From an optimization exercise on the open Yosys and OpenROAD flow, aimed at small area; shortcuts taken in it are not production practice. At most, simulation tests tie the RTL to the original design; equivalence was not proved. Only the layout flow was run in runs 2, 3 and 5; the RTL was not checked for function there. Power and IR drop assume default switching activity.

### flow/design.v
module i2s(
    input               rst_i,
    input               lrck_i,
    input               bck_i,
    input               data_i,
    output reg          sync,
    output              sync2,
    output reg          sdo,
    output reg          sdo1,
    output reg          sdo2,
    output reg          sdo3
);
localparam  BIT = 16;
localparam  B= 0;
localparam  E = B+BIT;
localparam  IDLE = 0;
localparam  R_START = 1;
localparam  R_TRANSFER = 2;
localparam  R_DONE = 3;
localparam  L_START = 4;
localparam  L_TRANSFER = 5;
localparam  L_DONE = 6;
localparam  FLASH = 7;
reg     lrck_r;
reg     lrck_rr;
wire    left_start;
wire    right_start;
assign  left_start = lrck_r & ~lrck_rr;
assign  right_start = ~lrck_r & lrck_rr;
always @(negedge bck_i) begin
    if (!rst_i) begin
        lrck_r <= 0;
        lrck_rr <= 0;
    end
    else begin
        lrck_r <= lrck_i;
        lrck_rr <= lrck_r;
    end
end
reg             data_r;
reg[3:0]        state;
reg[5:0]        count;
reg[BIT-1:0]    val;
reg[BIT-1:0]    val_r;
reg[BIT-1:0]    val_rr;
reg[BIT-1:0]    l_val;
reg[BIT-1:0]    l_val_reverse;
reg[BIT-1:0]    r_val;
reg[BIT-1:0]    r_val_reverse;
always @(negedge bck_i) begin
    if (!rst_i) begin
        state <= IDLE;
        count <= 0;
        val <= 0;
        val_r <= 0;
        val_rr <= 0;
        l_val <= 0;
        r_val <= 0;
        data_r <= 0;
    end
    else begin
        data_r <= data_i;
        if (right_start)
            state <= R_TRANSFER;
        else if (left_start)
            state <= L_TRANSFER;
        else begin
            case(state)
                IDLE:
                    val <= 0;
                R_TRANSFER: begin
                    if (count == E) begin
                        count <= 0;
                        state <= R_DONE;
                    end
                    else if (count < E) begin
                        val <= {val, data_r};
                        count <= count + 1;
                    end
                end
                R_DONE: begin
                    val_r <= val;
                    val_rr <= val_r;
                    r_val <= {!val[BIT-1], val[BIT-2:0]};
                    r_val_reverse <= ~{!val[BIT-1], val[BIT-2:0]};
                    state <= IDLE;
                end
                L_TRANSFER: begin
                    if (count == E) begin
                        count <= 0;
                        state <= L_DONE;
                    end
                    else if (count < E) begin
                        val <= {val, data_r};
                        count <= count + 1;
                    end
                end
                L_DONE: begin
                    l_val <= {!val[BIT-1], val[BIT-2:0]};
                    l_val_reverse <= ~{!val[BIT-1], val[BIT-2:0]};
                    state <= IDLE;
                end
            endcase
        end
    end
end
localparam  WORD = BIT + 8;
reg [3:0]       state_w;
reg [5:0]       count_w;
reg [WORD-1:0]      key;
reg [WORD-1:0]      key1;
reg [WORD-1:0]      key2;
reg [WORD-1:0]      key3;
assign sync2= sync;
always @(posedge bck_i) begin
    if (!rst_i)  begin
        key <= {8'h06, WORD-1'h0};
        key1 <= {8'h06, WORD-1'h0};
        key2 <= {8'h06, WORD-1'h0};
        key3 <= {8'h06, WORD-1'h0};
        count_w <= 0;
        state_w <= FLASH;
    end
    else if (left_start) begin
        key <= {8'h08, l_val};
        key1 <= {8'h08, ~l_val+1'h1};
        key2 <= {8'h08, r_val};
        key3 <= {8'h08, ~r_val+1'h1};
        sync <= 0;
        state_w <= FLASH;
    end
    else if (right_start) begin
        key <= {8'h09, l_val};
        key1 <= {8'h09, ~l_val+1'h1};
        key2 <= {8'h09, r_val};
        key3 <= {8'h09, ~r_val+1'h1};
        sync <= 0;
        state_w <= FLASH;
    end
    else if (state_w == FLASH) begin
        if (count_w == WORD) begin
            state_w <= IDLE;
            count_w <= 0;
            sdo <= 0;
            sdo1 <= 0;
            sdo2 <= 0;
            sdo3 <= 0;
            sync <= 1;
        end
        else begin
            sdo <= key[WORD-1 - count_w];
            sdo1 <= key1[WORD-1 - count_w];
            sdo2 <= key2[WORD-1 - count_w];
            sdo3 <= key3[WORD-1 - count_w];
            count_w <= count_w + 1;
            sync <= 0;
        end
    end
end
endmodule
### flow/run.sh
#!/bin/bash
# synth_recipe.tcl (not shown) runs the flow's synth.tcl, then flattens the netlist and writes it again
# the make line also repeats each setting of config.mk as NAME=value (left out here)
make -C /OpenROAD-flow-scripts/flow DESIGN_CONFIG=/design/flow/config.mk WORK_HOME=/design/flow/orfs CLKGATE_MAP_FILE= SYNTH_SCRIPT=/design/flow/synth_recipe.tcl finish
### flow/config.mk
export PLATFORM = sky130hd
export DESIGN_NAME = i2s
export DESIGN_NICKNAME = i2s
export VERILOG_FILES = /design/flow/design.v
export SDC_FILE = /design/flow/constraint.sdc
export NUM_CORES = 4
export LEC_CHECK = 0
export CAP_MARGIN = 20
export CORE_MARGIN = 2
export CORE_UTILIZATION = 40
export SLEW_MARGIN = 20
### flow/constraint.sdc
create_clock -name core_clock -period 10.0 [get_ports {bck_i}]
set_input_delay 2.0000 -clock core_clock [delete_from_list [all_inputs] [get_ports {bck_i}]]
set_output_delay 2.0000 -clock core_clock [all_outputs]
set_load 0.01 [all_outputs]
==> results of run 1 <==
## final timing paths
check / startpoint / end / slack [ns] / depth (start not counted)
worst max-delay path: rst_i / r_val[13] / 1.87 / 3
worst min-delay path: key3[19] / key3[19] / 0.45 / 2
worst max register to register: lrck_r / count_w[5] / 2.49 / 7
worst min register to register: key3[19] / key3[19] / 0.45 / 2
## area by class of cell
type / instances / area, um2
Fill cell: 1430 / 7940
Multi-Input combinational cell: 526 / 3150
Sequential cell: 136 / 2770
Clock buffer: 18 / 450
Clock inverter: 74 / 368
Tap cell: 188 / 235
Timing Repair Buffer: 19 / 165
Inverter: 18 / 67.6
## worst reg2reg max path: stages (launching register included)
cell and delay, ns:
dfxtp_1 0.34, inv_1 0.06, ha_2 0.75, nand2_1 0.29, or3_1 0.44, or2_2 0.30, xor2_1 0.14, nor2_1 0.06
## layout by cell type (no fill, tap or decap), types with 5 or more instances in the layout
cell type          n
inv_1             78
and2_1             6
nand2_1          151
mux2i_1            9
nand3_1           23
dfxtp_1          131
inv_4              5
a21oi_1           92
ha_1               9
xnor2_1           18
buf_4             10
nor3_1            11
or3_1              9
o21ai_0           18
xor2_1            11
a31oi_1            5
edfxtp_1           5
nand3b_1          28
a22oi_1           10
mux4_2            11
clkbuf_16         18
clkdlybuf4s50_1    9
nor2_1            47
## cell families after synthesis
group                    count (synthesis)
flip-flops                             136
multiplexers                            24
adder cells (fa/ha/maj)                 10
AO/OA/AOI/OAI                          158
buffers and inverters                   73
AND/OR/NAND/NOR                        305
XOR/XNOR                                29
## power by group through the flow
stage | clock network [mW] | registers (mW) | logic, mW
6_report | 0.722 | 0.570 | 0.0955
5_1_grt | 0.774 | 0.571 | 0.106
4_1_cts | 0.735 | 0.570 | 0.0960
3_5_place_dp | 0.0371 | 0.579 | 0.0955
3_3_place_gp | 0.0371 | 0.579 | 0.0941
2_1_floorplan | 0.0371 | 0.570 | 0.0802
## state kept, by name, summed over array words and instances (netlist names)
name	flops
sdo1	1
sdo3	1
lrck_r	1
sdo	1
sdo2	1
l_val	16
count	6
state_w	1
key3	17
lrck_rr	1
sync	1
val	16
key1	16
key2	15
count_w	6
key	16
state	3
r_val	16
data_r	1
## metal layers
layer	wire length (um)	vias up	share of wire, %
li1	-	2637	-
met1	6850	2555	46
met2	6950	141	47
met3	797	19	5.4
met4	217	0	1.5
met5	0	-	0
## through the flow
step,hold WS [ns],instances,worst slack (ns),utilization [%]
finish,0.452,979,1.87,47.6
CTS,0.453,979,1.88,47.6
floorplan,0.420,735,2.03,-
global route,0.478,979,1.76,47.6
global placement,0.429,888,1.46,42.2
detailed placement,0.443,888,1.42,42.2
==> notes.md, run 1 <==
- The total negative slack is 0 ns.
- The maximum number of pins on one net before global-route repair is between 50 and 60.
- The buffer cell driving the clock tree root is clkbuf_16.
- The net count of the mapped netlist is between 700 and 800.
- Among all cell types in the netlist, the one instantiated most often is nand2_1.
- The average size of a mapped cell is around 8.4 um2.
- TritonCTS built the clock tree.
- The number of failing hold endpoints at the final stage is 0.
- The slew at the pin closest to its max-slew limit is between 1 and 1.5 ns.
- From bottom edge to top edge, the die measures ~130 um.
- Of the total power, the clock network draws 52.0%.
- The hold buffer count at CTS is 0.
- The tightest min-delay check is of the reg2reg type.
- The run finished with no timing, DRC or antenna violations.
- Per report_power, the sequential group accounts for 41.1% of the total.
- The power density of the placed cells is 192 nW/um2.
- Across the run, the number of max-cap violations was 0.
- The number of buffers and inverters on the critical path is 2.
- The die outline area is approximately 16,000 um2.
- The number of clock buffers added by TritonCTS is 17.
- Of the synthesized area, sequential elements account for between 40% and 50%.
- Global routing used 18.9% of the available tracks.
- The busiest layer in global routing is met2.
- The most common flop cell mapped by yosys is dfxtp_1.
- The number of nets in the finished design is 792.
- In this run switching power makes up a little over a quarter of total power.
- In this run the tightest slew margin relative to its limit is between 20% and 30%.
- The number of instances in the synthesized netlist is between 700 and 800.
- The complex-gate fraction of the synthesized area is between 10% and 20%.
- The max-slew violation count is 0.
- Setup repair after global routing left no endpoint under its margin.
- STA puts the critical path data required time at between 5 and 6 ns.
- The die outline width is 128 um.
- The final wirelength is ~15,000 um.
- Along the worst path, the maximum fanout reaches 58.
- The global-route wire length before repair is about 25,000 um.
- The slowest stage of the critical path is the inv_2 cell.
- No sink is reached through more buffers than the 2 on the longest clock path.
- The largest area contributor in the synthesized netlist is dfxtp_1.
- In this run the count of I/O pins placed on the die edge is 10.
- The yosys synthesis warning count is 1.
- The count of antenna-violating nets left after detailed routing is 0.
- Walking the worst path, the cells encountered are clkdlybuf4s50_1 -> inv_2 -> a21oi_1.
- After floorplanning, the core was sized to cover ~15,000 um2.
- The first routing iteration left approximately 530 violations.
- The met1 capacity usage during global routing is between 20% and 30%.
- The number of antenna violations at the first check in global routing was 0.
- The worst-case vdd ir drop is about 0.00013 V.
- Of the cells placed in the final design, the portion with a size suffix greater than 1 is 8.85%.
- The share of power burned in combinational logic is 6.9%.
- Data arrives at the worst endpoint at ~3.4 ns.
- Of all flip-flops after synthesis, the portion carrying an async set or reset was 0%.
- The final weighted congestion in routability-driven placement is roughly 0.85.
- After synthesis, the largest area contributor takes up a little over two fifths of total cell area.
- The area share of fa/ha/maj cells after synthesis is under 10%.
- The initial utilization of the core area, before any placement, comes to 40.9%.
- The count of input and output buffers is 9.
- The placement row count is between 40 and 50.
- For this design the static power due to leakage is 2.78 nW.
- The clock net sink count is around 140.
- By count the netlist is led by nand2_1 (151), dfxtp_1 (131), a21oi_1 (92).
- The antenna cell count is 0.
- Among cell families on the critical path, the largest total delay comes from buffers and inverters.
- In the global route stage, met3 resource usage came out at 5.20%.
- The met2 demand-to-capacity share in global routing is 29.6%.
- The summed instance area of the synthesized netlist is between 6000 and 7000 um2.
- The clock tree synthesis step divided the H-tree into 4 levels.
- Summing the areas of all and, or, nand and nor instances in the mapped netlist gives 23.3% of the synthesized area.
- The internal portion of the total power is 1.01 mW.
- The final setup violation count is 0.
- The combinational family with the most area after synthesis is simple AND/OR/NAND/NOR gates.
- Sorting the synthesized cells by area gives the leading types as dfxtp_1 (42%), nand2_1 (9.1%), a21oi_1 (7.4%), mux4_2 (4.0%), nand3b_1 (3.4%).
- The critical path is of the in2reg type.
- The worst setup path is captured at a register.
- The switching power summed over all nets is around 0.38 mW.
- The count of flip-flops with a built-in enable after synthesis is 5.
- The worst-skew pair later-pin latency is about 0.46 ns.
- The setup clock skew after layout is 0.0404 ns.
- The startpoint kind of the worst setup timing path is an input pin.
- The number of iterations in the first detailed-routing pass is 5.
- The final routed wire length divided by cell count is 15.1 um.
- The number of global-route vias before repair came to between 4,000 and 5,000.
- The power consumption is between 1 and 1.5 mW.
- The final route contains ~5,400 vias.
- The final HPWL from detailed placement is about 10,000 um.
- Clock-pin slew was measured on the worst setup and hold paths at around 0.06 ns.
- The total overflow reported by the global router is 0.
- The mux contribution to synthesized area is between 6 and 7%.
- The number of gates given a new drive strength after cts is 0.
- For this run, design rule violations remaining after detail routing come to 0.
- The maximum cell stage delay along the critical path is roughly 0.75 ns.
- Dividing the detail-routed via count by the number of cells gives about 5.5.
- The area growth from synthesis to layout is 16.4%.
- Once layout is done, the placed cells without fillers occupy approximately 7200 um2.
- Counting flops and latches in the post-synthesis netlist gives ~140.
- The post-CTS repair timing setup buffer count is 0.
- Summing the areas of all xor and xnor instances in the mapped netlist gives slightly above 4% of the synthesized area.
- The area after detailed placement is 6390 um2.
- The number of distinct library cells after synthesis is 55.
==> inputs of run 2 (changes only) <==
==> flow/design.v (replaced) <==
module i2s(
    input               rst_i,
    input               lrck_i,
    input               bck_i,
    input               data_i,
    output              sync,
    output              sync2,
    output              sdo,
    output              sdo1,
    output              sdo2,
    output              sdo3
);
reg         lr;          
reg         rmode;       
reg [4:0]   cnt;
reg [8:0]   dl;          
reg [15:0]  ra;
reg [15:0]  rb;
wire        start = lrck_i ^ lr;
wire        data  = cnt[4];
wire [3:0]  m     = cnt[3:0];
wire [14:0] th;
assign th[0]  = ~(m[3] | m[2] | m[1] | m[0]);
assign th[1]  = ~(m[3] | m[2] | m[1]);
assign th[2]  = ~(m[3] | m[2] | (m[1] & m[0]));
assign th[3]  = ~(m[3] | m[2]);
assign th[4]  = ~(m[3] | (m[2] & (m[1] | m[0])));
assign th[5]  = ~(m[3] | (m[2] & m[1]));
assign th[6]  = ~(m[3] | (m[2] & m[1] & m[0]));
assign th[7]  = ~m[3];
assign th[8]  = ~(m[3] & (m[2] | m[1] | m[0]));
assign th[9]  = ~(m[3] & (m[2] | m[1]));
assign th[10] = ~(m[3] & (m[2] | (m[1] & m[0])));
assign th[11] = ~(m[3] & m[2]);
assign th[12] = ~(m[3] & m[2] & (m[1] | m[0]));
assign th[13] = ~(m[3] & m[2] & m[1]);
assign th[14] = ~(m[3] & m[2] & m[1] & m[0]);
wire        nza = |(ra[14:0] & th);
wire        nzb = |(rb[14:0] & th);
wire        din = dl[8] ^ (m == 4'd0);
wire        ra_in = !rmode & (lr ? din : ra[15]);
wire        rb_in = !rmode & (lr ? rb[15] : din);
always @(posedge bck_i) begin
    lr <= lrck_i;
    dl <= {dl[7:0], data_i};
    if (!rst_i) begin
        cnt <= 5'd7;
        rmode <= 1'b1;
    end else if (start) begin
        cnt <= 5'd7;
        rmode <= 1'b0;
    end else if (cnt != 5'd0) begin
        cnt <= cnt + 5'd1;
    end
    if (data) begin
        ra <= {ra[14:0], ra_in};
        rb <= {rb[14:0], rb_in};
    end
end
wire        hdr = rmode ? (cnt == 5'd27 || cnt == 5'd28)
                        : (cnt == 5'd12 || (cnt == 5'd15 && !lr));
wire        den = !rmode & data;
assign sync  = (cnt == 5'd0);
assign sync2 = sync;
assign sdo   = hdr | (den & ra[15]);
assign sdo1  = hdr | (den & (ra[15] ^ nza));
assign sdo2  = hdr | (den & rb[15]);
assign sdo3  = hdr | (den & (rb[15] ^ nzb));
endmodule
==> run 2 against run 1 <==
Flip-flop and latch count is 88 lower. Final cell count is 79% lower. Critical path depth is 5 higher. Sequential power is about 60% lower. Synthesized area is 70% lower. Combinational power is about 70% lower. Global-route usage is 4.6 points lower. Clock power is 82% lower. Die area is 69% lower. Sequential share of layout area is 23 points higher. Hold slack worse by 0.12 ns. First-iteration DRC count is 84% lower. Largest power group is now registers.
==> notes.md, run 2 <==
- The run finished with no timing, DRC or antenna violations.
- The number of iterations in the first detailed-routing pass is 4.
- The total via count in the routed design is 1,141.
- After synthesis, the share of flip-flops with an asynchronous set or reset is 0%.
- A synthesized cell averages 13.5 um2.
- For flop-to-flop paths, the worst setup slack is roughly 8.4 ns.
- The endpoint of the lowest-slack register-to-register path is cnt[1].
- The nature of the critical path endpoint is a primary output.
- In this run, synthesis produced a sequential element count of between 40 and 50.
- The routed design could run at a clock period as short as a little under 5 ns.
- The residual DRC count is 0.
- For this run, the number of Yosys warnings is 1.
- The net count of the mapped netlist is roughly 150.
- The area growth from synthesis to layout is 12.6%.
- After legalization and detailed placement, the total HPWL measured around 2300 um.
- Prior to clock tree synthesis, the placed netlist has a worst setup slack of ~5.5 ns.
- After synthesis, the most frequently instantiated cells are edfxtp_1 (32), dfxtp_1 (16), nand2_1 (13).
- Measured against its own limit, the worst slew margin works out to about two thirds.
- By startpoint and endpoint, the worst setup path is classified as reg2out.
- The clock tree from TritonCTS is yes.
- The post-route fraction of the period consumed by the critical path is around half.
- The maximum number of pins on one net before global-route repair is 36.
- In the layout the commonest cells are edfxtp_1 (32), dfxtp_1 (16), nand2_1 (13).
- Counting along the longest clock path gives a buffer depth of 2.
- The number of nets in the finished design is approximately 160.
- Global routing used between 10% and 20% of the available tracks.
- The number of buffers created by CTS is 5.
- After floorplanning, the core was sized to cover 4410 um2.
- The floorplan step set the die height to a little over 70 um.
- The largest area contributor in the synthesized netlist is edfxtp_1.
- The die outline area is a little over 5000 um2.
- The power consumption is about 0.38 mW.
- After synthesis, the netlist uses 36 different library cells.
- The final wirelength is 3290 um.
- The power density of the placed cells is between 150 and 200 nW/um2.
- The most numerous cell in the Yosys netlist is edfxtp_1.
- The largest driver fanout on the critical path is 8.
- Setup slack on the critical path of the routed design comes to 5.11 ns.
- The share of total power consumed by net switching is a little under a quarter.
- Post-CTS timing repair inserted 0 buffers for setup.
- The number of DRC markers in iteration 0 is 85.
- For this design, the CTS-stage hold fixing added 0 buffers.
- The number of antenna violations at the first check in global routing is 0.
- The clock net sink count is 48.
- The global-route wire length before repair is between 5000 and 6000 um.
- The max-slew violation count was 0.
- The initial standard-cell utilization of the core is 42.0%.
- After detailed routing, the number of vias per cell comes to 5.65.
- Setup violations remaining at the end of the flow were counted as 0.
- Counting cells, the worst reg-to-reg path comes to 6.
- The clock network burns between 30% and 40% of the power.
- The congestion estimate from routability-driven global placement came to around 0.9.
- Leaving out fill and tap cells, the most frequent cell in the layout is edfxtp_1.
- By area the synthesized netlist is led by edfxtp_1 (52%), dfxtp_1 (17%), ha_1 (3.4%), nand2_1 (2.6%), o21ai_0 (2.4%).
- Max-cap violations in this run came to 0.
- The worst hold path terminates at dl[1].
- The total negative slack is 0 ns.
- The share of power burned in combinational logic is 7.3%.
- The tightest min-delay check is of the reg2reg type.
- Across the VDD grid, the largest voltage drop is between 0.0001 and 0.00015 V.
- Data on the critical path is required at its endpoint by ~8 ns.
- In this run the static leakage power is about 0.73 nW.
- The die outline width is about 70 um.
- Along the worst hold path, the cell count comes to 0.
- The count of flip-flops with a built-in enable after synthesis is 32.
- The most common flop cell mapped by yosys is edfxtp_1.
- The final routed wire length divided by cell count is 16.3 um.
- The worst setup path is launched from a register.
- Summing every instance area after synthesis gives roughly 1900 um2.
- The internal power is approximately 0.30 mW.
- The number of antenna diodes in the final layout is 0.
- The switching power summed over all nets is about 0.09 mW.
- Data arrives at the worst endpoint at roughly 2.9 ns.
- The count of antenna-violating nets left after detailed routing is 0.
- The number of instances in the synthesized netlist is between 100 and 150.
- The share of total power dissipated in sequential elements is 59.0%.
- The beginning of the worst hold path is dl[0].
- The later pin in the worst-skew pair is clocked with a latency of ~0.30 ns.
- The total overflow reported by the global router is 0.
- The fraction of final layout cells sized beyond drive strength 1 is around 6.7%.
- The placement row count is 24.
- The number of H-tree levels is 2.
- The slew at the pin closest to its max-slew limit is ~0.48 ns.
- The number of top-level pins is 10.
- The worst-path cell with the longest stage delay is clkdlybuf4s50_1.
- The top cell type's share of synthesized area is about half.
- During placement, the flow inserted port buffers numbering 9.
- The number of global-route vias before repair is 1,131.
- Based on the critical path, the design can be clocked at up to about 200 MHz.
- The post-synthesis sequential area ratio is 69.1%.
- The number of failing hold endpoints at the final stage is 0.
- In the final layout, the registers with the most flip-flops are ra: 16 flops, rb: 16 flops, dl: 9 flops.
- Setup repair after global routing left no endpoint under its margin.
- The launch instance of the worst register-to-register path is cnt[1].
- The number of gates given a new drive strength after cts is 0.
- The tree is rooted in a clkbuf_8.
- The setup clock skew after layout is around 0.0042 ns.
- After clock tree synthesis, the clock-pin slew on the worst setup and hold paths is 0.09 ns.
- Walking the worst path, the cells encountered are inv_2 -> ha_1 -> a22o_1 -> a221oi_1 -> o21ai_0 -> o31a_1 -> o31ai_1 -> clkdlybuf4s50_1.
- In this design, the stage delay of the slowest critical-path cell is ~0.6 ns.
[run 2: cell type report]
cell class	count	area (um2)
timing repair buffer	10	97.6
tap	52	65.1
multi-input combinational	77	509
clock inverter	2	15.0
fill	398	2330
sequential	48	1280
inverter	7	26.3
clock buffer	6	93.8
[run 2: cells by family (layout without fill, tap and decap cells)]
kind of cell | count (synthesis) | after routing | synth area share (%)
adders and majority gates | 5 | 5 | 3.37
xor gates and xnor gates | 4 | 4 | 1.89
buffers and inverters | 12 | 25 | 3.44
AOI/OAI and AO/OA | 33 | 33 | 12.9
and+or+nand+nor | 35 | 35 | 9.31
DFF | 48 | 48 | 69.1
[run 2: worst max-delay path, delay by kind of cell, from the launching register on]
family,cells,cell delay [ns]
AOI/OAI and AO/OA,5,1.12
buffers and inverters,2,0.72
DFF,1,0.46
adders and majority gates,1,0.30
[run 2: how the worst max path moves through the flow]
stage / from / endpoint / slack [ns]
3_3_place_gp: cnt[3] / sdo1 / 5.44
4_1_cts: cnt[1] / sdo1 / 5.10
5_1_grt: cnt[1] / sdo1 / 4.92
2_1_floorplan: cnt[4] / sdo1 / 5.99
3_5_place_dp: cnt[3] / sdo1 / 5.45
6_report: cnt[1] / sdo1 / 5.11
[run 2: stage by stage]
step	util, %	cell area, um2	instances	hold slack [ns]
after floorplan	-	1850	137	0.310
after global placement	44.8	1980	194	0.316
after detailed placement	44.8	1980	194	0.312
after CTS	47.3	2090	202	0.335
after global routing	47.3	2090	202	0.344
final	47.3	2090	202	0.332
[run 2: metal layers]
metal / track usage (%) / wire, um / up-vias
met4: 5.66 / 55 / 0
met5: 0 / 0 / -
met1: 20.1 / 1600 / 553
met2: 20.5 / 1460 / 40
li1: - / - / 542
met3: 4.31 / 180 / 6
[run 2: power groups by stage]
stage / clock, mW / sequential (mW) / combinational (mW)
floorplan: 0 / 0.228 / 0.0217
global placement: 0 / 0.231 / 0.0277
detailed placement: 0 / 0.231 / 0.0279
CTS: 0.136 / 0.226 / 0.0282
global route: 0.142 / 0.228 / 0.0315
finish: 0.129 / 0.227 / 0.0282
==> inputs of run 3 (changes only) <==
--- a/flow/config.mk
+++ b/flow/config.mk
@@ -9,3 +9,4 @@
 export CORE_MARGIN = 2
 export CORE_UTILIZATION = 40
+export CTS_BUF_LIST = sky130_fd_sc_hd__clkbuf_4 sky130_fd_sc_hd__clkbuf_8
 export SLEW_MARGIN = 20
==> run 3 against run 2 <==
Clock skew unchanged. Register-to-register slack hardly changed. Global-route usage did not move. Flip-flop and latch count is the same. Wire length about the same. Die area did not move. Worst setup slack is the same. Hold slack stayed put. Synthesized cell count unchanged. Synthesized area is the same. Cell area is 0.24% higher. Largest cell class unchanged.
==> notes.md, run 3 <==
- The run finished with no timing, DRC or antenna violations.
- The final weighted congestion in routability-driven placement is ~0.90.
- The max-slew violation count is 0.
- The post-CTS repair timing setup buffer count is 0.
- STA classifies the critical path startpoint as a register.
- After the first detailed-routing iteration, the DRC count stood at 85.
- Once placement completed, the tool counted placed cells totaling 194.
- In this run the worst path has a maximum fanout of 8.
- Leaving out fill and tap cells, the most frequent cell in the layout is edfxtp_1.
- After Yosys synthesis, and, or, nand and nor cells account for approximately a tenth of the synthesized area.
- The hold buffer count at CTS is 0.
- The total overflow reported by the global router is 0.
- In this run the power density over the cells is 188 nW/um2.
- The fill cell instance count of the final layout is between 300 and 400.
- 10 I/O pins were placed.
- The number of H-tree levels is 2.
- The die outline width is 72.1 um.
- The nature of the critical path endpoint is a primary output.
- The complex-gate fraction of the synthesized area is 12.9%.
- The placement row count is 24.
- VDD sags by at most between 0.0001 and 0.00015 V.
- The relative max-transition margin is approximately 67%.
- Data on the critical path is required at its endpoint by approximately 8 ns.
- The clock share of power is between 30% and 40%.
- Counting instances, the worst hold path has a depth of 0.
- The count of buffers added on input and output ports is 9.
- The yosys synthesis warning count is 1.
- The number of instances in the synthesized netlist is ~140.
- In this run the remaining antenna-violating nets after routing total 0.
- Based on the critical path, the design can be clocked at up to 204 MHz.
- In this run the critical register-to-register path is launched from cnt[1].
- The area share of fa/ha/maj cells after synthesis is between 3 and 4%.
- The combinational family with the most area after synthesis is compound AO/OA/AOI/OAI gates.
- Multiplexer cells account for 0% of the synthesized area.
- The buffer cell driving the clock tree root is clkbuf_8.
- Counting distinct cell types in the post-synthesis netlist gives 36.
- The share of total power in sequential cells is a little under three fifths.
- The largest registers in the layout are ra: 16 flops, rb: 16 flops, dl: 9 flops.
- The number of iterations in the first detailed-routing pass is 4.
- The global-route wire length before repair is around 5600 um.
- The final non-filler cell total is ~200.
- For this run, design rule violations remaining after detail routing come to 0.
- Subtracting the final worst setup slack from the clock period gives between 4 and 5 ns.
- The repair_antennas step left the layout with diodes totalling 0.
- The start-to-end type of the worst setup path is reg2out.
- Entering global routing, the biggest net connects 36 pins.
- The internal power of the cells totals a little over 0.3 mW.
- The largest buffer count on any clock path is 2.
- The final routed wire length divided by cell count is between 15 and 20 um.
- In this run the standard cell core region covers ~4400 um2.
- In this run, CTS created clock tree buffers numbering 5.
- The number of failing hold endpoints at the final stage is 0.
- After synthesis the cells add up to about 1900 um2.
- The die covers 5200 um2.
- The synthesized netlist devotes 1.89% of its cell area to XOR and XNOR gates.
- Once the floorplan was initialized, standard cells occupied ~42% of the core.
- Counting every net in the synthesized netlist gives roughly 150.
- The aggregate global-route resource usage is 14.2%.
- Using the TritonRoute via totals, the vias-per-cell ratio works out to roughly 5.6.
- The number of gates given a new drive strength after cts is 0.
- Clock-pin slew was measured on the worst setup and hold paths at 0.09 ns.
- The average size of a mapped cell is 13.5 um2.
- Setup repair after global routing left no endpoint under its margin.
- TritonCTS built the clock tree.
- The post-route fraction of the period consumed by the critical path is 48.9%.
- The count of flip-flops with a built-in enable after synthesis is 32.
- The fraction of registers with async set/reset is 0%.
- The most numerous cell in the Yosys netlist is edfxtp_1.
- The area after detailed placement is between 1500 and 2000 um2.
- The switching power summed over all nets is ~0.09 mW.
- The final setup violation count is 0.
- The number of violations of the max-capacitance limit is 0.
- The top cell type's share of synthesized area is 51.8%.
- Clock tree synthesis found a total of between 40 and 50 sinks.
- In this run the register-to-register setup slack is about 8.4 ns.
- Of the synthesized area, sequential elements account for between 60% and 70%.
- After routing the design area is between 2000 and 2500 um2.
- The share of total power consumed by net switching is 22.2%.
- The final HPWL from detailed placement is roughly 2300 um.
- From synthesis to final layout, the design area changed by 12.9%.
- Between clock sinks in the finished design, the worst skew comes to ~0.0042 ns.
- After synthesis, the most frequently instantiated cells are edfxtp_1 (32), dfxtp_1 (16), nand2_1 (13).
- edfxtp_1 takes more of the synthesized area than any other cell.
- The final wirelength is roughly 3300 um.
- The later pin in the worst-skew pair is clocked with a latency of about 0.3 ns.
- The most common flop cell mapped by yosys is edfxtp_1.
- For this run, the post-layout net count is about 160.
- The endpoint of the lowest-slack register-to-register path is cnt[1].
- The number of global-route vias before repair is 1,131.
- By area the synthesized netlist is led by edfxtp_1 (52%), dfxtp_1 (17%), ha_1 (3.4%), nand2_1 (2.6%), o21ai_0 (2.4%).
- At the worst endpoint, the arrival time is just under 3 ns.
- The post-route netlist has 6.67% of its cells at a drive strength greater than 1.
- The die is around 72 um tall.
- Combinational cells account for between 7 and 8% of the total power.
- The total via count in the routed design is around 1,100.
- The beginning of the worst hold path is dl[0].
- The worst hold path belongs to the class reg2reg.
- The flip-flop and latch count after synthesis is 48.
- The number of antenna violations at the first check in global routing is 0.
- In the layout the commonest cells are edfxtp_1 (32), dfxtp_1 (16), nand2_1 (13).
- In this run the static leakage power is around 0.73 nW.
- At the pin with the least slew margin, the transition time is 0.482 ns.
- The total negative slack is 0 ns.
- Measured in cells, the most critical reg-to-reg path has a length of 6.
- For hold timing, the worst endpoint is dl[1].
[run 3: cell counts after synthesis]
Identical to the previous run, type by type.
[run 3: power by group through the flow]
stage	registers, mW	logic [mW]	clock network (mW)
6_report	0.227	0.0282	0.139
5_1_grt	0.228	0.0315	0.152
4_1_cts	0.226	0.0282	0.145
3_5_place_dp	0.231	0.0279	0
3_3_place_gp	0.231	0.0277	0
2_1_floorplan	0.228	0.0217	0
[run 3: area by class of cell]
cell class | instances | area (um2) | share of cell area, %
Clock inverter | 3 | 45.0 | 2.15
Clock buffer | 5 | 68.8 | 3.29
Inverter | 7 | 26.3 | 1.26
Timing Repair Buffer | 10 | 97.6 | 4.66
Multi-Input combinational cell | 77 | 509 | 24.3
Tap cell | 52 | 65.1 | 3.11
Sequential cell | 48 | 1280 | 61.2
[run 3: worst max path at each step]
stage	startpoint	end	depth (start not counted)
2_1_floorplan	cnt[4]	sdo1	6
3_3_place_gp	cnt[3]	sdo1	8
3_5_place_dp	cnt[3]	sdo1	8
4_1_cts	cnt[1]	sdo1	8
5_1_grt	cnt[1]	sdo1	8
6_report	cnt[1]	sdo1	8
[run 3: routing by layer]
metal | global-route usage [%] | up-vias | routed length (um)
li1 | - | 542 | -
met1 | 20.1 | 553 | 1600
met2 | 20.5 | 40 | 1460
met3 | 4.31 | 6 | 180
met4 | 5.66 | 0 | 55
met5 | 0 | - | 0
[run 3: cells by family (layout without fill, tap and decap cells)]
| logic type | count (synthesis) | after routing |
|---|---|---|
| flip-flops | 48 | 48 |
| AO/OA/AOI/OAI | 33 | 33 |
| buffers and inverters | 12 | 25 |
| adder cells (fa/ha/maj) | 5 | 5 |
| AND/OR/NAND/NOR | 35 | 35 |
| XOR/XNOR | 4 | 4 |
[run 3: critical path: stages, from the launching register on]
cell,delay [ns]
dfxtp_1,0.46
inv_2,0.13
ha_1,0.30
a22o_1,0.23
a221oi_1,0.20
o21ai_0,0.16
o31a_1,0.32
o31ai_1,0.21
clkdlybuf4s50_1,0.59
[run 3: stage by stage]
step	util [%]	worst slack [ns]	hold slack (ns)	total power, mW
final	47.4	5.11	0.332	0.394
after global routing	47.4	4.92	0.344	0.411
after CTS	47.4	5.10	0.335	0.400
after detailed placement	44.8	5.45	0.312	0.259
after global placement	44.8	5.44	0.316	0.259
after floorplan	-	5.99	0.310	0.250
==> inputs of run 4 (changes only) <==
--- a/flow/design.v
+++ b/flow/design.v
@@ -38,5 +38,5 @@
 wire        nza = |(ra[14:0] & th);
 wire        nzb = |(rb[14:0] & th);
-wire        din = dl[8] ^ (m == 4'd0);
+wire        din = dl[8] ^ th[0];
 wire        ra_in = !rmode & (lr ? din : ra[15]);
 wire        rb_in = !rmode & (lr ? rb[15] : din);
==> flow/flow/run.sh (new file) <==
#!/bin/bash
# The standard layout (standard.sh: standard synthesis and the ORFS steps),
# with smaller port buffers and a clock tree without dummy loads.
set -euo pipefail
bash standard.sh \
  "BUFFER_PORTS_ARGS=-buffer_cell sky130_fd_sc_hd__buf_1" \
  "CTS_ARGS=-sink_clustering_enable -repair_clock_nets -dont_use_dummy_load -sink_clustering_size 50 -sink_clustering_max_diameter 300 -buf_list sky130_fd_sc_hd__clkbuf_8 -root_buf sky130_fd_sc_hd__clkbuf_8" \
  finish > standard_flow.log 2>&1
==> flow/standard.sh (new file) <==
#!/bin/bash
# synth_recipe.tcl (not shown) runs the flow's synth.tcl, then flattens the netlist and writes it again
# the make line also repeats each setting of config.mk as NAME=value (left out here)
make -C /OpenROAD-flow-scripts/flow DESIGN_CONFIG=/design/flow/config.mk WORK_HOME=/design/flow/orfs CLKGATE_MAP_FILE= SYNTH_SCRIPT=/design/flow/synth_recipe.tcl "${@:-finish}"
--- a/flow/config.mk
+++ b/flow/config.mk
@@ -9,4 +9,3 @@
 export CORE_MARGIN = 2
 export CORE_UTILIZATION = 40
-export CTS_BUF_LIST = sky130_fd_sc_hd__clkbuf_4 sky130_fd_sc_hd__clkbuf_8
 export SLEW_MARGIN = 20
removed: flow/run.sh
==> run 4 against run 3 <==
Sequential power about the same. Final cell count decreased by 0.50%. Global-route usage decreased by 0.21 points. Non-clock buffer count unchanged. First-iteration DRC count increased by 87%. Combinational power decreased by 3%. Critical path depth decreased by 1. Clock skew increased by 0.015 ns. Hold slack got worse by 0.0023 ns. Wire length decreased by 2.1%. Fmax increased by 9.8%. Critical path type unchanged.
==> notes.md, run 4 <==
- The endpoint arrival time on the critical path is 2.46 ns.
- Summed over all failing endpoints, the final setup total negative slack is 0 ns.
- The worst-case vdd ir drop is 0.0000924 V.
- Of all flip-flops after synthesis, the portion carrying an async set or reset was 0%.
- Averaged over all synthesized cells, the footprint is ~13 um2.
- The cell depth of the worst hold path is 0.
- Final hold analysis gives a worst-case slack of ~0.33 ns.
- Buffers inserted during clock tree synthesis total 5.
- The worst-case register-to-register setup slack is around 8.1 ns.
- The area after detailed placement is roughly 1900 um2.
- Setup violations remaining at the end of the flow were counted as 0.
- The startpoint identified for the worst hold timing path is dl[0].
- The endpoint of the lowest-slack register-to-register path is cnt[1].
- The signal on the critical path passes through nand3_1 -> ha_1 -> a222oi_1 -> o211ai_1 -> o31a_1 -> o31ai_1 -> buf_1.
- For the pin with the worst max-slew slack, the measured transition is 0.743 ns.
- The area of all placed cells without fillers is roughly 2000 um2.
- At the end of the flow, the number of nets in the layout was 160.
- The design draws about 0.35 mW.
- Counting I/O delays and the setup requirement, the final critical path takes 4.46 ns.
- The placement row count is 24.
- The post-place setup slack is around 5.9 ns.
- Of all cell types, the one taking the most synthesized area is edfxtp_1.
- The flip-flop and latch count after synthesis is 48.
- The nature of the critical path endpoint is a primary output.
- 10 I/O pins were placed.
- Internal power comes to approximately 0.28 mW.
- Dividing the final minimum period by the clock period gives ~45%.
- CTS built an H-tree with a depth of 2.
- The number of antenna violations at the first check in global routing is 0.
- In this run, the number of DRC markers left after iteration 0 of detailed routing was around 160.
- The endpoint required time on the critical path is roughly 8.0 ns.
- The largest buffer count on any clock path is 2.
- In this run, flip-flops and latches consume 64.3% of the power.
- The count of input and output buffers is 9.
- Max-cap violations in this run came to 0.
- The max-slew violation count is 0.
- Summed over all cells, the static leakage comes to 0.660 nW.
- The worst-skew pair later-pin latency is 0.30 ns.
- The most numerous cell in the Yosys netlist is edfxtp_1.
- The post-CTS repair timing setup buffer count is 0.
- The cell count after placement is 196.
- After detailed routing, the number of vias per cell comes to 5.73.
- For the worst flop-to-flop path, the logic depth is 6.
- The finished layout holds approximately 200 standard cells, fillers aside.
- For this run, the leading register cell type out of synthesis is edfxtp_1.
- The floorplan step set the die width to roughly 72 um.
- The largest driver fanout on the critical path is 13.
- The top cell type's share of synthesized area is a little over half.
- The setup clock skew after layout is between 0.015 and 0.02 ns.
- The clock network is responsible for 28.0% of the overall power.
- On the critical path, the stage with the largest delay is an instance of dfxtp_1.
- The post-synthesis sequential area ratio is 69.5%.
- The worst path meets setup with roughly 5.5 ns of slack.
- The core footprint is around 4400 um2.
- The floorplan step defined a die boundary enclosing 5170 um2.
- Net switching is between 20% and 30% of the power.
- Summed over all nets, the switching power comes to between 0.07 and 0.08 mW.
- Broken down by cell family, the worst path's largest delay share belongs to compound AO/OA/AOI/OAI gates.
- In the final layout, the registers with the most flip-flops are ra: 16 flops, rb: 16 flops, dl: 9 flops.
- The filler cells instantiated in the layout total 400.
- The final core utilization is 45.6%.
- The hold buffer count at CTS is 0.
- The clock net sink count is 48.
- The initial standard-cell utilization of the core is between 40% and 50%.
- The number of failing hold endpoints at the final stage came to 0.
- The start-to-end type of the worst setup path is reg2out.
- Timing would allow up to 224 MHz.
- The total via count in the routed design is 1,152.
- The power density of the placed cells is between 150 and 200 nW/um2.
- Counting every instance in the synthesized netlist gives between 100 and 150.
- Compared with the post-synthesis result, the final layout area differs by 8.55%.
- Counting instances in the post-synthesis netlist gives the leading cell types as edfxtp_1 (32), nand2_1 (18), dfxtp_1 (16).
- The final HPWL from detailed placement is 2300 um.
- The cell area that synthesis handed to floorplanning was between 1500 and 2000 um2.
- The total overflow left after global routing is 0.
- The share of power burned in combinational logic is under 10%.
- Sorting the synthesized cells by area gives the leading types as edfxtp_1 (52%), dfxtp_1 (17%), nand2_1 (3.7%), ha_1 (3.4%), xnor2_1 (1.9%).
- The final routed wire length divided by cell count is 16.0 um.
- The clock-pin slew reported for the worst setup and hold paths after clock tree synthesis is roughly 0.07 ns.
- The worst register-to-register path begins at cnt[0].
- The yosys synthesis warning count is 1.
- The number of distinct library cells after synthesis is 30.
- The count of nets left with antenna violations once routing finished came out at 0.
- After detailed routing, the number of remaining DRC violations is 0.
- The first detailed-routing pass took 6 iterations.
- In this run, post-CTS repair resized a total of 0 instances.
- The maximum number of pins on one net before global-route repair is 37.
- The top cell types in the final layout, fill and taps aside, are edfxtp_1 (32), nand2_1 (18), dfxtp_1 (16).
- The worst hold path belongs to the class reg2reg.
- Across every metal layer, demand over resource in global routing totals between 10% and 20%.
- The repair_antennas step left the layout with diodes totalling 0.
- The worst pin sits at a relative slew slack of 50.4%.
- The run finished with no timing, DRC or antenna violations.
- The sequential cells in the finished layout cover a total of between 1000 and 1500 um2.
- The post-route netlist has 5.37% of its cells at a drive strength greater than 1.
- The first global-routing pass estimated about 5300 um of wire.
- The number of nets handed over by synthesis was about 150.
- The number of global-route vias before repair was ~1,100.
- The library cell used most frequently in the layout, excluding fill and tap cells, is edfxtp_1.
- The startpoint kind of the worst setup timing path is a register.
- The y dimension of the die is 71.9 um.
- Together, buffers and inverters on the worst path number 1.
- The final layout contains routed wiring with a total length of 3230 um.
- The path with the worst hold slack has its endpoint at dl[1].
- TritonCTS built the clock tree.
- Counting flops with a built-in enable in the synthesized netlist gives 32.
- The final weighted congestion in routability-driven placement is slightly below 0.9.
- In the final layout, the multi-input gates occupy around 520 um2.
- The maximum cell stage delay along the critical path is roughly 0.61 ns.
- The buffer cell driving the clock tree root is clkbuf_8.
- Setup repair after global routing left no endpoint under its margin.
## run 4: area by class of cell
cell class / count / area share (%)
Clock buffer: 5 / 3.44
Multi-Input combinational cell: 80 / 26.1
Timing Repair Buffer: 10 / 2.06
Sequential cell: 48 / 64.0
Inverter: 6 / 1.13
Tap cell: 52 / 3.25
## run 4: worst max path at each step
stage                start   end  slack, ns  cells after the start
global placement    cnt[2]  sdo3       5.90                      7
finish              cnt[2]  sdo3       5.54                      7
detailed placement  cnt[2]  sdo1       5.87                      7
CTS                 cnt[2]  sdo1       5.56                      7
global route        cnt[2]  sdo3       5.36                      7
floorplan           cnt[4]  sdo1       5.98                      6
## run 4: layer usage
layer / GRT usage, % / vias up / routed length, um
li1: - / 546 / -
met1: 19.9 / 536 / 1530
met2: 19.2 / 59 / 1280
met3: 4.36 / 11 / 282
met4: 7.34 / 0 / 129
met5: 0 / - / 0
## run 4: power by group through the flow
stage                     combinational, mW  clock, mW  sequential [mW]
after floorplan                      0.0218          0            0.229
after global placement               0.0271          0            0.232
after detailed placement             0.0271          0            0.232
after CTS                            0.0271      0.103            0.228
after global routing                 0.0310      0.110            0.229
final                                0.0274     0.0990            0.228
## run 4: cell families (layout without fill, tap and decap cells)
logic type / count (synthesis) / in the layout / synth area share, %
compound gates: 29 / 29 / 11.7
xor+xnor: 4 / 4 / 1.90
fa+ha+maj: 5 / 5 / 3.39
buf+inv: 9 / 21 / 2.17
flops: 48 / 48 / 69.5
simple gates: 42 / 42 / 11.3
==> inputs of run 5 (changes only) <==
==> flow/design.v (replaced) <==
module i2s(input rst_i, input lrck_i, input bck_i, input data_i,
    output sync, output sync2, output sdo, output sdo1, output sdo2, output sdo3);
reg lr; reg rmode; reg [4:0] cnt; reg [8:0] dl; reg [15:0] ra; reg [15:0] rb;
wire start = lrck_i ^ lr;
wire data = cnt[4];
wire [3:0] m = cnt[3:0];
wire [14:0] th;
assign th[0]  = ~(m[3] | m[2] | m[1] | m[0]);
assign th[1]  = ~(m[3] | m[2] | m[1]);
assign th[2]  = ~(m[3] | m[2] | (m[1] & m[0]));
assign th[3]  = ~(m[3] | m[2]);
assign th[4]  = ~(m[3] | (m[2] & (m[1] | m[0])));
assign th[5]  = ~(m[3] | (m[2] & m[1]));
assign th[6]  = ~(m[3] | (m[2] & m[1] & m[0]));
assign th[7]  = ~m[3];
assign th[8]  = ~(m[3] & (m[2] | m[1] | m[0]));
assign th[9]  = ~(m[3] & (m[2] | m[1]));
assign th[10] = ~(m[3] & (m[2] | (m[1] & m[0])));
assign th[11] = ~(m[3] & m[2]);
assign th[12] = ~(m[3] & m[2] & (m[1] | m[0]));
assign th[13] = ~(m[3] & m[2] & m[1]);
assign th[14] = ~(m[3] & m[2] & m[1] & m[0]);
wire nza = |(ra[14:0] & th);
wire nzb = |(rb[14:0] & th);
wire din = dl[8] ^ th[0];
wire ra_in = !rmode & (lr ? din : ra[15]);
wire rb_in = !rmode & (lr ? rb[15] : din);
always @(posedge bck_i) begin
    lr <= lrck_i;
    dl <= {dl[7:0], data_i};
    if (!rst_i) begin cnt <= 5'd7; rmode <= 1'b1; end
    else if (start) begin cnt <= 5'd7; rmode <= 1'b0; end
    else if (cnt != 5'd0) cnt <= cnt + 5'd1;
    if (data) begin ra <= {ra[14:0], ra_in}; rb <= {rb[14:0], rb_in}; end
end
wire hdr = rmode ? (cnt == 5'd27 || cnt == 5'd28) : (cnt == 5'd12 || (cnt == 5'd15 && !lr));
wire den = !rmode & data;
assign sync = (cnt == 5'd0);
assign sync2 = sync;
assign sdo  = hdr | (den & ra[15]);
assign sdo1 = hdr | (den & (ra[15] ^ nza));
assign sdo2 = hdr | (den & rb[15]);
assign sdo3 = hdr | (den & (rb[15] ^ nzb));
endmodule
==> run 5 against run 4 <==
Critical path type unchanged. Critical path depth unchanged. Synthesized area unchanged. Sequential share of layout area stayed put. Largest power group unchanged. Still clean on timing, DRC and antenna. Largest cell class unchanged.
==> notes.md, run 5 <==
- The fraction of registers with async set/reset is 0%.
- Along the worst path, the maximum fanout reaches 13.
- The run finished with no timing, DRC or antenna violations.
- The antenna cell count is 0.
- In the layout the commonest cells are edfxtp_1 (32), nand2_1 (18), dfxtp_1 (16).
- The die outline area is roughly 5200 um2.
- The number of top-level pins is 10.
- In this run the tool buffered the top-level ports with 9 buffer cells.
- The power consumption is ~0.35 mW.
- For the worst setup path, the data required time is 8.00 ns.
- The start-to-end type of the worst setup path is reg2out.
- For this run, the number of Yosys warnings is 1.
- Between clock sinks in the finished design, the worst skew comes to 0.0193 ns.
- Post-CTS repair changed the size of 0 cells.
- The placement row count is 24.
- When the netlist entered floorplanning its net count stood at approximately 150.
- The number of instances in the synthesized netlist is ~140.
- The maximum number of pins on one net before global-route repair is 37.
- Measured against its own limit, the worst slew margin works out to a little over 50%.
- The number of global-route vias before repair is approximately 1,100.
- On the worst path, the slowest cell contributes a delay of roughly 0.6 ns.
- The path type of the worst min-delay path is reg2reg.
- Using the TritonRoute via totals, the vias-per-cell ratio works out to 5.73.
- The hold buffer count at CTS is 0.
- The core footprint is about 4400 um2.
- The launch instance of the worst register-to-register path is cnt[0].
- By area the synthesized netlist is led by edfxtp_1 (52%), dfxtp_1 (17%), nand2_1 (3.7%), ha_1 (3.4%), xnor2_1 (1.9%).
- The number of nets in the finished design is 160.
- The most common library cell in the layout ignoring fill and taps is edfxtp_1.
- For this configuration, the core starts out at a cell density of between 40% and 50%.
- The post-route netlist has between 5 and 6% of its cells at a drive strength greater than 1.
- The number of DRC markers in iteration 0 is between 150 and 200.
- The congestion estimate from routability-driven global placement came to between 0.8 and 0.9.
- The slowest stage of the critical path belongs to the cell dfxtp_1.
- The final wirelength is 3230 um.
- The worst-skew pair later-pin latency is ~0.3 ns.
- The number of antenna violations at the first check in global routing is 0.
- In the final layout, the registers with the most flip-flops are ra: 16 flops, rb: 16 flops, dl: 9 flops.
- Counting instances in the post-synthesis netlist gives the leading cell types as edfxtp_1 (32), nand2_1 (18), dfxtp_1 (16).
- The worst-case vdd ir drop is 0.0000924 V.
- The share of the Yosys chip area taken by registers is between 60% and 70%.
- From left edge to right edge, the die measures roughly 72 um.
- In this run the worst setup path begins at cnt[2].
- Among all flip-flop cells after synthesis, the most frequent one is edfxtp_1.
- Detailed routing inserted a total of 1,152 vias.
- After clock tree synthesis, the setup repair step added 0 buffers.
- The analysis attributes to cell leakage a power of 0.660 nW.
- The clock tree from TritonCTS is yes.
- After detailed routing, the number of remaining DRC violations is 0.
- Counting both buffers and inverters, the worst setup path holds a total of 1.
- The flip-flop and latch count after synthesis is 48.
- The smallest clock period supported by the final layout is computed as 4.46 ns.
- Each instance of the synthesized netlist takes up on average roughly 13 um2.
- The area growth from synthesis to layout is 8.55%.
- The max-slew violation count is 0.
- The number of buffers created by CTS is 5.
- The maximum clock frequency is ~220 MHz.
- Summed over all failing endpoints, the final setup total negative slack is 0 ns.
- The filler cells instantiated in the layout total 400.
- The tree is rooted in a clkbuf_8.
- The total overflow reported by the global router is 0.
- Setup violations remaining at the end of the flow were counted as 0.
- The number of violations of the max-capacitance limit is 0.
- For this run, the detailed router's first-pass iteration total came to 6.
- The clock net sink count is 48.
- The signal on the critical path passes through nand3_1 -> ha_1 -> a222oi_1 -> o211ai_1 -> o31a_1 -> o31ai_1 -> buf_1.
- Setup repair after global routing left no endpoint under its margin.
- The count of antenna-violating nets left after detailed routing is 0.
- In this run, distinct cell masters in the synthesized netlist total 30.
- In this run the vertical extent of the chip is around 72 um.
- At the worst endpoint, the arrival time is around 2.5 ns.
- The aggregate global-route resource usage is approximately 14%.
- The number of failing hold endpoints at the final stage came to 0.
- The family with the most delay on the worst path is compound AO/OA/AOI/OAI gates.
- edfxtp_1 is the most common cell in the netlist.
- Yosys mapped a number of flops with a built-in enable equal to 32.
- The final routed wire length divided by cell count is roughly 16 um.
- The largest area contributor in the synthesized netlist is edfxtp_1.
- The power density of the placed cells is about 180 nW/um2.
- The first global-routing pass estimated 5320 um of wire.
- Summed over its instances, the top area cell type makes up between 50% and 60% of the synthesized netlist area.
- CTS built an H-tree with a depth of 2.
- In this run the most critical hold path is launched from dl[0].
- The summed instance area of the synthesized netlist is roughly 1800 um2.
- STA classifies the critical path endpoint as a primary output.
- Clock-pin slew was measured on the worst setup and hold paths at 0.07 ns.
- At the pin with the least slew margin, the transition time is around 0.74 ns.
- Dividing the final minimum period by the clock period gives 44.6%.
- No sink is reached through more buffers than the 2 on the longest clock path.
- STA classifies the critical path startpoint as a register.
- Summed over all nets, the half-perimeter wirelength after detailed placement is 2300 um.
## run 5: cell counts after synthesis
Identical to the previous run, type by type.
## run 5: layout make-up
cell class	count	area (um2)	area share, %
timing repair buffer	10	41.3	2.06
multi-input combinational	80	522	26.1
sequential	48	1280	64.0
inverter	6	22.5	1.13
tap	52	65.1	3.25
clock buffer	5	68.8	3.44
## run 5: report_power, final
group | switching [mW] | internal, mW
Combinational | 0.0159 | 0.0115
Sequential | 0.00910 | 0.219
Clock | 0.0540 | 0.0450
Total | 0.0790 | 0.275
## run 5: logic make-up (layout without fill, tap and decap cells)
family | Yosys count | after routing | share of synthesized area [%]
adder cells (fa/ha/maj) | 5 | 5 | 3.39
AND/OR/NAND/NOR | 42 | 42 | 11.3
XOR/XNOR | 4 | 4 | 1.90
AO/OA/AOI/OAI | 29 | 29 | 11.7
buffers and inverters | 9 | 21 | 2.17
flip-flops | 48 | 48 | 69.5
## run 5: stage by stage
stage | instances | hold WS, ns | setup slack, ns | instance area [um2] | utilization, %
2_1_floorplan | 137 | 0.310 | 5.98 | 1840 | -
3_3_place_gp | 196 | 0.316 | 5.90 | 1930 | 44.1
3_5_place_dp | 196 | 0.313 | 5.87 | 1930 | 44.1
4_1_cts | 201 | 0.334 | 5.56 | 2000 | 45.6
5_1_grt | 201 | 0.337 | 5.36 | 2000 | 45.6
6_report | 201 | 0.330 | 5.54 | 2000 | 45.6
## run 5: per-layer routing
metal	wire length, um	GRT usage [%]	vias to the layer above	part of all wire (%)
li1	-	-	546	-
met1	1530	19.9	536	47
met2	1280	19.2	59	40
met3	282	4.36	11	8.7
met4	129	7.34	0	4.0
met5	0	0	-	0
## run 5: path summary, 6_finish.rpt
check / end / slack [ns] / depth (start not counted)
max: sdo3 / 5.54 / 7
min: dl[1] / 0.33 / 0
max reg2reg: cnt[1] / 8.11 / 6
min reg2reg: dl[1] / 0.33 / 0

-- what the ideal ports hide --
The results above use ideal ports. As a check the final layouts listed here were re-extracted and re-timed, cells and wires unchanged.
Step 1: set_driving_cell puts a clkbuf_16 on bck_i and a buf_2 on each other input, an assumption about the parent block.
Step 2 also shifts input and output timing later by t, the mid clock arrival at the registers, as if the neighbouring blocks saw the same clock.
a / b / c = ideal / step 1 / step 2; a / b = the first two.
run | shift t [ns] | setup slack, ns | slew at the worst register clock pin (ns) | worst slew at a driven data input, ns | cell pins on the clock port's net
run 2 | 0.324 | 5.108 / 5.081 / 5.404 | 0.09 / 0.09 | 0.03 | 1
run 3 | 0.324 | 5.108 / 5.081 / 5.404 | 0.09 / 0.09 | 0.03 | 1
run 4 | 0.315 | 5.543 / 5.518 / 5.833 | 0.08 / 0.08 | 0.03 | 1
run 5 | 0.315 | 5.543 / 5.518 / 5.833 | 0.08 / 0.08 | 0.03 | 1
After both steps every run listed still meets setup and hold.
